Source: an optimization exercise on an open RTL-to-GDS flow (aim: small area). Production flows keep margins and buffers that such runs may drop.
Only simulation tests tie the RTL to the original design; equivalence was not proved.
No activity file was given, so power comes from the tool's default toggle rates.

Design linked_list, start of the top module:
module linked_list (
    input wire clk,
    input wire btnC,
    input [15:0] sw,
    output [3:0] an,
    output [6:0] seg,
    output reg [1:0] led
    );
Size in the first run: about 310 flip-flops, about 31 I/O pins, about 12000 sq um of cells after synthesis.
export LEC_CHECK = 0
export CAP_MARGIN = 5
export CORE_MARGIN = 2
export CORE_UTILIZATION = 50
export GPL_TIMING_DRIVEN = 0
export PLACE_DENSITY = 0.6
export SLEW_MARGIN = 5
create_clock -name core_clock -period 8.0 [get_ports {clk}]
standard.sh (not shown) runs the stock make flow with config.mk's settings and CLKGATE_MAP_FILE= SYNTH_SCRIPT=/design/flow/synth_recipe.tcl, a recipe that flattens the netlist after the stock synthesis.
==> flow/flow/run.sh <==
#!/bin/bash
# The standard flow (standard.sh), with these changes:
#  - ABC maps the logic with the area-oriented script flow/abc_area_min.script
#    in place of ORFS's abc script, and adders are left to ABC too (no
#    ADDER_MAP_FILE); every Yosys step that maps registers is the standard
#    synthesis's, so the registers are the same;
#  - the port buffers are buf_1 cells;
#  - clock tree synthesis uses clkbuf_8 buffers, sink clusters of at most 20
#    flip-flops and no dummy loads.
# Each tool's output is in orfs/logs/ (ORFS's own per-step logs) and make's in
# flow_make.log.
set -euo pipefail
W=$(pwd)
sed "s|source \$::env(SCRIPTS_DIR)/synth.tcl|source $W/my_synth.tcl|" synth_recipe.tcl > my_synth_recipe.tcl
grep -q "my_synth.tcl" my_synth_recipe.tcl
sed "s|^  log_cmd abc {\*}\$abc_args$|  log_cmd abc -script $W/flow/abc_area_min.script {*}\$lib_args {*}\$lib_dont_use_args|" "$FLOW_HOME/scripts/synth.tcl" > my_synth.tcl
grep -q "abc_area_min" my_synth.tcl
sed "s|SYNTH_SCRIPT=[^ ]*|SYNTH_SCRIPT=$W/my_synth_recipe.tcl ADDER_MAP_FILE=|" standard.sh > my_standard.sh
grep -q "my_synth_recipe" my_standard.sh
export BUFFER_PORTS_ARGS="-buffer_cell sky130_fd_sc_hd__buf_1"
export CTS_ARGS="-sink_clustering_enable -repair_clock_nets -dont_use_dummy_load -buf_list sky130_fd_sc_hd__clkbuf_8 -sink_clustering_size 20 -sink_clustering_max_diameter 60"
bash my_standard.sh > flow_make.log 2>&1
==> flow/flow/abc_area_min.script <==
&get -n
&st
&deepsyn -T 60
&st
&dch
&nf -R 1000 -p
&st
&dch -f
&nf -R 1000 -p
&put
The baseline finished with timing, DRC and antenna clean.
Rerun with:
--- a/flow/flow/run.sh
+++ b/flow/flow/run.sh
@@ -8 +8 @@
-#  - clock tree synthesis uses clkbuf_8 buffers, sink clusters of at most 20
+#  - clock tree synthesis uses clkbuf_4 buffers, sink clusters of at most 12
==> flow/flow/abc_area_min.script (replaced) <==
&get -n
&st
&dch
&nf -R 1000 -p
&st
&syn2
&dch
&nf -R 1000 -p
&st
&dch -f
&nf -R 1000 -p
&put
The changed run finished clean.
Fmax climbs by about 13%.
Worst setup slack gains 0.71 ns.
Total power came out higher by 0.52%.
Critical path depth goes down by 1.

The RTL this note starts from:
==> flow/design.v <==
`timescale 1ns / 1ps
module linked_list (
    input wire clk,
    input wire btnC,
    input [15:0] sw,
    output [3:0] an,
    output [6:0] seg,
    output reg [1:0] led
    );
    localparam [1:0] S_IDLE = 2'd0, S_PEND = 2'd1, S_SRCH = 2'd2, S_TRAV = 2'd3;
    wire [7:0] in_data = sw[7:0];
    wire [2:0] op = sw[15:13];
    reg [3:0] db_cnt;
    reg db_state;
    reg btnc_del;
    reg [2:0] op_prev;
    always @(posedge clk) begin
        if (btnC != db_state) begin
            db_cnt <= db_cnt + 1'b1;
            if (&db_cnt) begin
                db_state <= btnC;
                db_cnt <= 4'd0;
            end
        end else begin
            db_cnt <= 4'd0;
        end
        btnc_del <= db_state;
        op_prev <= op;
    end
    wire clr = db_state & ~btnc_del;
    wire op_new = (|(op & ~op_prev)) & op[2];
    reg [1:0] st;
    reg [1:0] opd;           
    reg [4:0] h;             
    reg [4:0] t;             
    reg full;                
    reg [4:0] p;             
    reg [3:0] dc;            
    reg en;                  
    reg en_d;                
    reg [7:0] c;             
    reg [7:0] R [0:31];
    wire empty = (h == t) & ~full;
    wire [4:0] addr = p;
    wire [4:0] p1 = p + 1'b1;
    wire [31:0] a_eq;
    genvar gi;
    generate
        for (gi = 0; gi < 32; gi = gi + 1) begin : g_dec
            assign a_eq[gi] = (gi == addr);
        end
    endgenerate
    reg [7:0] rd;
    integer j;
    always @(*) begin
        rd = 8'd0;
        for (j = 0; j < 32; j = j + 1)
            rd = rd | (R[j] & {8{a_eq[j]}});
    end
    wire kend = (p == t) & ~(full & dc[0]);
    wire match = (rd == in_data);
    wire ins_go = (st == S_PEND) & ~opd[1] & ~full;
    wire srch = (st == S_SRCH);
    wire [7:0] wbus = srch ? c : ins_go ? in_data : rd;
    generate
        for (gi = 0; gi < 32; gi = gi + 1) begin : g_slot
            always @(posedge clk)
                if (a_eq[gi])
                    R[gi] <= wbus;
        end
    endgenerate
    always @(posedge clk) begin
        en_d <= en;
        c <= rd;
        if (dc == 4'd0 && en)
            p <= p1;
        if (clr) begin
            t <= h;
            full <= 1'b0;
            led <= 2'b00;
            en <= 1'b0;
            dc <= 4'd0;
            st <= S_IDLE;
        end else begin
            case (st)
                S_IDLE: begin
                    if (op_new) begin
                        st <= S_PEND;
                        opd <= op[1:0];
                        case (op[1:0])
                            2'b01: p <= t;
                            2'b10: p <= h;
                            default: p <= h - 1'b1;
                        endcase
                    end
                end
                S_PEND: begin
                    st <= S_IDLE;
                    case (opd)
                        2'b00, 2'b01: begin
                            if (full)
                                led[0] <= 1'b1;
                            else begin
                                led <= 2'b00;
                                if (~opd[0]) begin
                                    h <= p;
                                    full <= (p == t);
                                end else begin
                                    t <= p1;
                                    full <= (p1 == h);
                                end
                            end
                        end
                        2'b10: begin
                            dc[0] <= 1'b1;
                            if (empty)
                                led[1] <= 1'b1;
                            else begin
                                led[1] <= 1'b0;
                                st <= S_SRCH;
                            end
                        end
                        2'b11: begin
                            dc <= 4'd0;
                            if (empty)
                                led[1] <= 1'b1;
                            else begin
                                led[1] <= 1'b0;
                                st <= S_TRAV;
                            end
                        end
                    endcase
                end
                S_SRCH: begin
                    if (kend) begin
                        st <= S_IDLE;
                        h <= h + 1'b1;
                        t <= p1;
                    end else if (match) begin
                        st <= S_IDLE;
                        led[0] <= 1'b0;
                        h <= h + 1'b1;
                        full <= 1'b0;
                    end else begin
                        p <= p1;
                        dc[0] <= 1'b0;
                    end
                end
                S_TRAV: begin
                    if (dc == 4'd10) begin
                        dc <= 4'd0;
                        if (p1 == t && (en || !full)) begin
                            en <= 1'b0;
                            st <= S_IDLE;
                        end else
                            en <= 1'b1;
                    end else
                        dc <= dc + 1'b1;
                end
            endcase
        end
    end
    function [6:0] hex2seg(input [3:0] x);
        case (x)
            4'h0: hex2seg = 7'b1000000;
            4'h1: hex2seg = 7'b1111001;
            4'h2: hex2seg = 7'b0100100;
            4'h3: hex2seg = 7'b0110000;
            4'h4: hex2seg = 7'b0011001;
            4'h5: hex2seg = 7'b0010010;
            4'h6: hex2seg = 7'b0000010;
            4'h7: hex2seg = 7'b1111000;
            4'h8: hex2seg = 7'b0000000;
            4'h9: hex2seg = 7'b0010000;
            4'hA: hex2seg = 7'b0001000;
            4'hB: hex2seg = 7'b0000011;
            4'hC: hex2seg = 7'b1000110;
            4'hD: hex2seg = 7'b0100001;
            4'hE: hex2seg = 7'b0000110;
            default: hex2seg = 7'b0001110;
        endcase
    endfunction
    reg [2:0] ph;            
    reg c3;                  
    reg done;                
    reg [6:0] seg_r;
    wire [1:0] digit = ph[2:1];
    always @(posedge clk or posedge btnC) begin
        if (btnC) begin
            ph <= 3'd0;
            c3 <= 1'b0;
            done <= 1'b0;
            seg_r <= 7'b1111111;
        end else begin
            ph <= ph + 1'b1;
            if (ph == 3'd7)
                c3 <= 1'b1;
            if (c3 && ph == 3'd3)
                done <= 1'b1;
            if (ph[0]) begin
                if (!done) begin
                    case (digit)
                        2'd0: seg_r <= 7'b0000111;
                        2'd1: seg_r <= 7'b0010010;
                        2'd2: seg_r <= 7'b0101111;
                        default: seg_r <= 7'b0111111;
                    endcase
                end else if (digit[1] | ~en_d)
                    seg_r <= 7'b1111111;
                else
                    seg_r <= hex2seg(digit[0] ? rd[7:4] : rd[3:0]);
            end
        end
    end
    wire started = c3 | ph[2] | ph[1];
    wire [1:0] shown = digit - 1'b1;
    assign an = started ? ~(4'b0001 << shown) : 4'b1111;
    assign seg = seg_r;
endmodule
export LEC_CHECK = 0
export CAP_MARGIN = 5
export CORE_MARGIN = 2
export CORE_UTILIZATION = 65
export GPL_TIMING_DRIVEN = 0
export PLACE_DENSITY = 0.75
export SLEW_MARGIN = 5
create_clock -name core_clock -period 8.0 [get_ports {clk}]
==> flow/flow/run.sh <==
#!/bin/bash
# The standard flow (standard.sh), with these changes:
#  - ABC maps the logic with the area-oriented script flow/abc_area_min.script
#    (&deepsyn, which stops after 50 steps without a gain, then &nf) in place
#    of ORFS's abc script, and adders are left to ABC too (no
#    ADDER_MAP_FILE); every Yosys step that maps registers is the standard
#    synthesis's, so the registers are the same;
#  - the port buffers are buf_1 cells;
#  - clock tree synthesis uses clkbuf_8 buffers, sink clusters of at most 20
#    flip-flops and no dummy loads.
# Each tool's output is in orfs/logs/ (ORFS's own per-step logs) and make's in
# flow_make.log.
set -euo pipefail
W=$(pwd)
sed "s|source \$::env(SCRIPTS_DIR)/synth.tcl|source $W/my_synth.tcl|" synth_recipe.tcl > my_synth_recipe.tcl
grep -q "my_synth.tcl" my_synth_recipe.tcl
sed "s|^  log_cmd abc {\*}\$abc_args$|  log_cmd abc -script $W/flow/abc_area_min.script {*}\$lib_args {*}\$lib_dont_use_args|" "$FLOW_HOME/scripts/synth.tcl" > my_synth.tcl
grep -q "abc_area_min" my_synth.tcl
sed "s|SYNTH_SCRIPT=[^ ]*|SYNTH_SCRIPT=$W/my_synth_recipe.tcl ADDER_MAP_FILE=|" standard.sh > my_standard.sh
grep -q "my_synth_recipe" my_standard.sh
export BUFFER_PORTS_ARGS="-buffer_cell sky130_fd_sc_hd__buf_1"
export CTS_ARGS="-sink_clustering_enable -repair_clock_nets -dont_use_dummy_load -buf_list sky130_fd_sc_hd__clkbuf_8 -sink_clustering_size 20 -sink_clustering_max_diameter 60"
bash my_standard.sh > flow_make.log 2>&1
==> flow/flow/abc_area_min.script <==
&get -n
&st
&deepsyn -J 50 -T 300
&st
&dch
&nf -R 1000 -p
&st
&dch -f
&nf -R 1000 -p
&put
Next try:
Settings changed: CAP_MARGIN 5 to 0, CORE_UTILIZATION 65 to 75, PLACE_DENSITY 0.75 to 0.85, SLEW_MARGIN 5 to 0.
- synthesized area does not change
- final area is lower by 1.9%
- combinational power is about the same
- global-route usage increases by 5.2 points
Next try:
--- a/flow/flow/run.sh
+++ b/flow/flow/run.sh
@@ -8,2 +8,3 @@
 #  - the port buffers are buf_1 cells;
+#  - repair may resize a gate to any drive strength (MATCH_CELL_FOOTPRINT=0);
 #  - clock tree synthesis uses clkbuf_8 buffers, sink clusters of at most 20
@@ -18,3 +19,3 @@
 grep -q "abc_area_min" my_synth.tcl
-sed "s|SYNTH_SCRIPT=[^ ]*|SYNTH_SCRIPT=$W/my_synth_recipe.tcl ADDER_MAP_FILE=|" standard.sh > my_standard.sh
+sed "s|SYNTH_SCRIPT=[^ ]*|SYNTH_SCRIPT=$W/my_synth_recipe.tcl ADDER_MAP_FILE= MATCH_CELL_FOOTPRINT=0|" standard.sh > my_standard.sh
 grep -q "my_synth_recipe" my_standard.sh
Settings changed: CORE_UTILIZATION 75 to 65, PLACE_DENSITY 0.85 to 0.75.
Effect:
- The new run finished clean
- total power went down slightly
- die area increases by about a fifth
- non-clock buffer count rose by 8
Next try:
--- a/flow/flow/run.sh
+++ b/flow/flow/run.sh
@@ -8,4 +8,3 @@
 #  - the port buffers are buf_1 cells;
-#  - repair may resize a gate to any drive strength (MATCH_CELL_FOOTPRINT=0);
-#  - clock tree synthesis uses clkbuf_8 buffers, sink clusters of at most 20
+#  - clock tree synthesis uses clkbuf_8 buffers, sink clusters of at most 16
 #    flip-flops and no dummy loads.
@@ -19,6 +18,6 @@
 grep -q "abc_area_min" my_synth.tcl
-sed "s|SYNTH_SCRIPT=[^ ]*|SYNTH_SCRIPT=$W/my_synth_recipe.tcl ADDER_MAP_FILE= MATCH_CELL_FOOTPRINT=0|" standard.sh > my_standard.sh
+sed "s|SYNTH_SCRIPT=[^ ]*|SYNTH_SCRIPT=$W/my_synth_recipe.tcl ADDER_MAP_FILE=|" standard.sh > my_standard.sh
 grep -q "my_synth_recipe" my_standard.sh
 export BUFFER_PORTS_ARGS="-buffer_cell sky130_fd_sc_hd__buf_1"
-export CTS_ARGS="-sink_clustering_enable -repair_clock_nets -dont_use_dummy_load -buf_list sky130_fd_sc_hd__clkbuf_8 -sink_clustering_size 20 -sink_clustering_max_diameter 60"
+export CTS_ARGS="-sink_clustering_enable -repair_clock_nets -dont_use_dummy_load -buf_list sky130_fd_sc_hd__clkbuf_8 -sink_clustering_size 16 -sink_clustering_max_diameter 60"
 bash my_standard.sh > flow_make.log 2>&1
Settings changed: CAP_MARGIN 0 to 5, SLEW_MARGIN 0 to 5.
After rerunning:
- The new run completed without violations
- final cell count rises slightly
- clock skew goes down by 0.024 ns
- first-iteration DRC count is lower by roughly a tenth
- power came out higher slightly
- combinational power stays flat
- fmax is about the same
- wire length rises slightly
- global-route usage increases by 0.20 points
- non-clock buffer count came out higher by 7
Next try:
--- a/flow/flow/run.sh
+++ b/flow/flow/run.sh
@@ -8,3 +8,4 @@
 #  - the port buffers are buf_1 cells;
-#  - clock tree synthesis uses clkbuf_8 buffers, sink clusters of at most 16
+#  - repair may resize a gate to any drive strength (MATCH_CELL_FOOTPRINT=0);
+#  - clock tree synthesis uses clkbuf_8 buffers, sink clusters of at most 18
 #    flip-flops and no dummy loads.
@@ -18,6 +19,6 @@
 grep -q "abc_area_min" my_synth.tcl
-sed "s|SYNTH_SCRIPT=[^ ]*|SYNTH_SCRIPT=$W/my_synth_recipe.tcl ADDER_MAP_FILE=|" standard.sh > my_standard.sh
+sed "s|SYNTH_SCRIPT=[^ ]*|SYNTH_SCRIPT=$W/my_synth_recipe.tcl ADDER_MAP_FILE= MATCH_CELL_FOOTPRINT=0|" standard.sh > my_standard.sh
 grep -q "my_synth_recipe" my_standard.sh
 export BUFFER_PORTS_ARGS="-buffer_cell sky130_fd_sc_hd__buf_1"
-export CTS_ARGS="-sink_clustering_enable -repair_clock_nets -dont_use_dummy_load -buf_list sky130_fd_sc_hd__clkbuf_8 -sink_clustering_size 16 -sink_clustering_max_diameter 60"
+export CTS_ARGS="-sink_clustering_enable -repair_clock_nets -dont_use_dummy_load -buf_list sky130_fd_sc_hd__clkbuf_8 -sink_clustering_size 18 -sink_clustering_max_diameter 50"
 bash my_standard.sh > flow_make.log 2>&1
Settings changed: CAP_MARGIN 5 to 0, CORE_UTILIZATION 65 to 80, PLACE_DENSITY 0.75 to 0.88, SLEW_MARGIN 5 to 0.
Effect: The changed run completed without violations; synthesized cell count stays the same; power is higher by 4.4%; clock-buffer cell count is higher by 1; clock skew is higher by 0.053 ns; routed wire length is higher by 20%.

## job 101
// linked_list: RTL as listed in full above, without the edits since
clock: 8.0 ns
lec_check: 0
cap_margin: 0
core_margin: 2
core_utilization: 65
gpl_timing_driven: 0
place_density: 0.75
slew_margin: 0
==> flow/flow/run.sh <==
#!/bin/bash
# The standard flow (standard.sh), with these changes:
#  - ABC maps the logic with the area-oriented script flow/abc_area_min.script
#    (&deepsyn, which stops after 50 steps without a gain, then &nf) in place
#    of ORFS's abc script, and adders are left to ABC too (no
#    ADDER_MAP_FILE); every Yosys step that maps registers is the standard
#    synthesis's, so the registers are the same;
#  - the port buffers are buf_1 cells;
#  - clock tree synthesis uses clkbuf_8 buffers, sink clusters of at most 20
#    flip-flops and no dummy loads.
# Each tool's output is in orfs/logs/ (ORFS's own per-step logs) and make's in
# flow_make.log.
set -euo pipefail
W=$(pwd)
sed "s|source \$::env(SCRIPTS_DIR)/synth.tcl|source $W/my_synth.tcl|" synth_recipe.tcl > my_synth_recipe.tcl
grep -q "my_synth.tcl" my_synth_recipe.tcl
sed "s|^  log_cmd abc {\*}\$abc_args$|  log_cmd abc -script $W/flow/abc_area_min.script {*}\$lib_args {*}\$lib_dont_use_args|" "$FLOW_HOME/scripts/synth.tcl" > my_synth.tcl
grep -q "abc_area_min" my_synth.tcl
sed "s|SYNTH_SCRIPT=[^ ]*|SYNTH_SCRIPT=$W/my_synth_recipe.tcl ADDER_MAP_FILE=|" standard.sh > my_standard.sh
grep -q "my_synth_recipe" my_standard.sh
export BUFFER_PORTS_ARGS="-buffer_cell sky130_fd_sc_hd__buf_1"
export CTS_ARGS="-sink_clustering_enable -repair_clock_nets -dont_use_dummy_load -buf_list sky130_fd_sc_hd__clkbuf_8 -sink_clustering_size 20 -sink_clustering_max_diameter 60"
bash my_standard.sh > flow_make.log 2>&1
Scripts as last shown in full above: flow/flow/abc_area_min.script
Job 101 completed; timing, DRC and antenna clean
Input changes introduced in job 102 (baseline for comparison: job 101):
# job 101
export LEC_CHECK = 0
export CAP_MARGIN = 0
export CORE_MARGIN = 2
export CORE_UTILIZATION = 65
export GPL_TIMING_DRIVEN = 0
export PLACE_DENSITY = 0.75
export SLEW_MARGIN = 0
create_clock -name core_clock -period 8.0 [get_ports {clk}]
# job 102
export LEC_CHECK = 0
export CAP_MARGIN = 5
export CORE_MARGIN = 2
export CORE_UTILIZATION = 65
export GPL_TIMING_DRIVEN = 0
export PLACE_DENSITY = 0.75
export SLEW_MARGIN = 5
create_clock -name core_clock -period 8.0 [get_ports {clk}]
diff --git a/flow/flow/run.sh b/flow/flow/run.sh
--- a/flow/flow/run.sh
+++ b/flow/flow/run.sh
@@ -2,7 +2,6 @@
 # The standard flow (standard.sh), with these changes:
 #  - ABC maps the logic with the area-oriented script flow/abc_area_min.script
-#    (&deepsyn, which stops after 50 steps without a gain, then &nf) in place
-#    of ORFS's abc script, and adders are left to ABC too (no
-#    ADDER_MAP_FILE); every Yosys step that maps registers is the standard
+#    (a time-limited &deepsyn, then &nf) in place of ORFS's abc script, and
+#    adders are left to ABC too (no ADDER_MAP_FILE); every Yosys step that maps registers is the standard
 #    synthesis's, so the registers are the same;
 #  - the port buffers are buf_1 cells;
==> flow/flow/abc_area_min.script <==
&get -n
&st
&deepsyn -T 60
&st
&dch
&nf -R 1000 -p
&st
&dch -f
&nf -R 1000 -p
&put
==> comparison <==
- Per the comparison of job 102 with job 101, via count of the first global-routing pass down 27, met1 demand-to-capacity share in global routing picked up an extra 1.7 points.
- [job 102 vs job 101] non-clock buffer count: higher in job 102
- | final wirelength | lower: job 101 |
- Job 102 -> job 101: count of buffers from port buffering flat
- Area: job 102 vs job 101 -> job 102 larger
Setup changes, job 102 to job 103
# job 102
export LEC_CHECK = 0
export CAP_MARGIN = 5
export CORE_MARGIN = 2
export CORE_UTILIZATION = 65
export GPL_TIMING_DRIVEN = 0
export PLACE_DENSITY = 0.75
export SLEW_MARGIN = 5
create_clock -name core_clock -period 8.0 [get_ports {clk}]
# job 103
export LEC_CHECK = 0
export CAP_MARGIN = 0
export CORE_MARGIN = 2
export CORE_UTILIZATION = 75
export GPL_TIMING_DRIVEN = 0
export PLACE_DENSITY = 0.85
export SLEW_MARGIN = 0
create_clock -name core_clock -period 8.0 [get_ports {clk}]
diff --git a/flow/flow/run.sh b/flow/flow/run.sh
--- a/flow/flow/run.sh
+++ b/flow/flow/run.sh
@@ -2,8 +2,10 @@
 # The standard flow (standard.sh), with these changes:
 #  - ABC maps the logic with the area-oriented script flow/abc_area_min.script
-#    (a time-limited &deepsyn, then &nf) in place of ORFS's abc script, and
-#    adders are left to ABC too (no ADDER_MAP_FILE); every Yosys step that maps registers is the standard
+#    (&deepsyn, which stops after 50 steps without a gain, then &nf) in place
+#    of ORFS's abc script, and adders are left to ABC too (no
+#    ADDER_MAP_FILE); every Yosys step that maps registers is the standard
 #    synthesis's, so the registers are the same;
 #  - the port buffers are buf_1 cells;
+#  - repair may resize a gate to any drive strength (MATCH_CELL_FOOTPRINT=0);
 #  - clock tree synthesis uses clkbuf_8 buffers, sink clusters of at most 20
 #    flip-flops and no dummy loads.
@@ -16,5 +18,5 @@
 sed "s|^  log_cmd abc {\*}\$abc_args$|  log_cmd abc -script $W/flow/abc_area_min.script {*}\$lib_args {*}\$lib_dont_use_args|" "$FLOW_HOME/scripts/synth.tcl" > my_synth.tcl
 grep -q "abc_area_min" my_synth.tcl
-sed "s|SYNTH_SCRIPT=[^ ]*|SYNTH_SCRIPT=$W/my_synth_recipe.tcl ADDER_MAP_FILE=|" standard.sh > my_standard.sh
+sed "s|SYNTH_SCRIPT=[^ ]*|SYNTH_SCRIPT=$W/my_synth_recipe.tcl ADDER_MAP_FILE= MATCH_CELL_FOOTPRINT=0|" standard.sh > my_standard.sh
 grep -q "my_synth_recipe" my_standard.sh
 export BUFFER_PORTS_ARGS="-buffer_cell sky130_fd_sc_hd__buf_1"
==> flow/flow/abc_area_min.script <==
&get -n
&st
&deepsyn -J 50 -T 300
&st
&dch
&nf -R 1000 -p
&st
&dch -f
&nf -R 1000 -p
&put
## What came out
Higher worst path arrival time goes to job 103 over job 102.
On part of the cycle the worst path needs, the lower figure sits with job 102, not job 103.
Relative to job 102, smallest hold slack increased by 0.020 ns in job 103.

==> separate check: timing with driven ports <==
Ports are ideal in the flow. The routed layouts listed here were re-timed in OpenROAD.
Step 1 sets driving cells, clkbuf_16 on the clock port and buf_2 on the other inputs (assumed; they add their load-dependent delay and slew).
Step 2 times the ports against the registers' clock, not the clock port: input delays grow and output delays shrink by t, the midpoint of the rising clock arrivals with the driver on.
a / b / c = ideal / step 1 / step 2; a / b = the first two.
run	t (ns)	setup slack, ns	clock arrival spread, ns	cell pins on the clock port's net
the first run of note 1	0.599	1.895 / 1.895 / 1.895	0.047 / 0.047	1
the second run of note 1	0.597	2.609 / 2.609 / 2.609	0.066 / 0.066	1
the first run of note 2	0.566	3.064 / 3.064 / 3.064	0.048 / 0.048	1
the second run of note 2	0.579	2.964 / 2.964 / 2.964	0.063 / 0.063	1
the third run of note 2	0.570	3.028 / 3.028 / 3.028	0.063 / 0.062	1
the fourth run of note 2	0.578	3.038 / 3.038 / 3.038	0.039 / 0.038	1
the fifth run of note 2	0.600	2.985 / 2.985 / 2.985	0.091 / 0.092	1
job 101	0.572	3.023 / 3.023 / 3.023	0.060 / 0.060	1
job 102	0.568	3.133 / 3.133 / 3.133	0.044 / 0.044	1
job 103	0.570	3.032 / 3.032 / 3.032	0.058 / 0.059	1
After both steps every run listed still meets setup and hold.
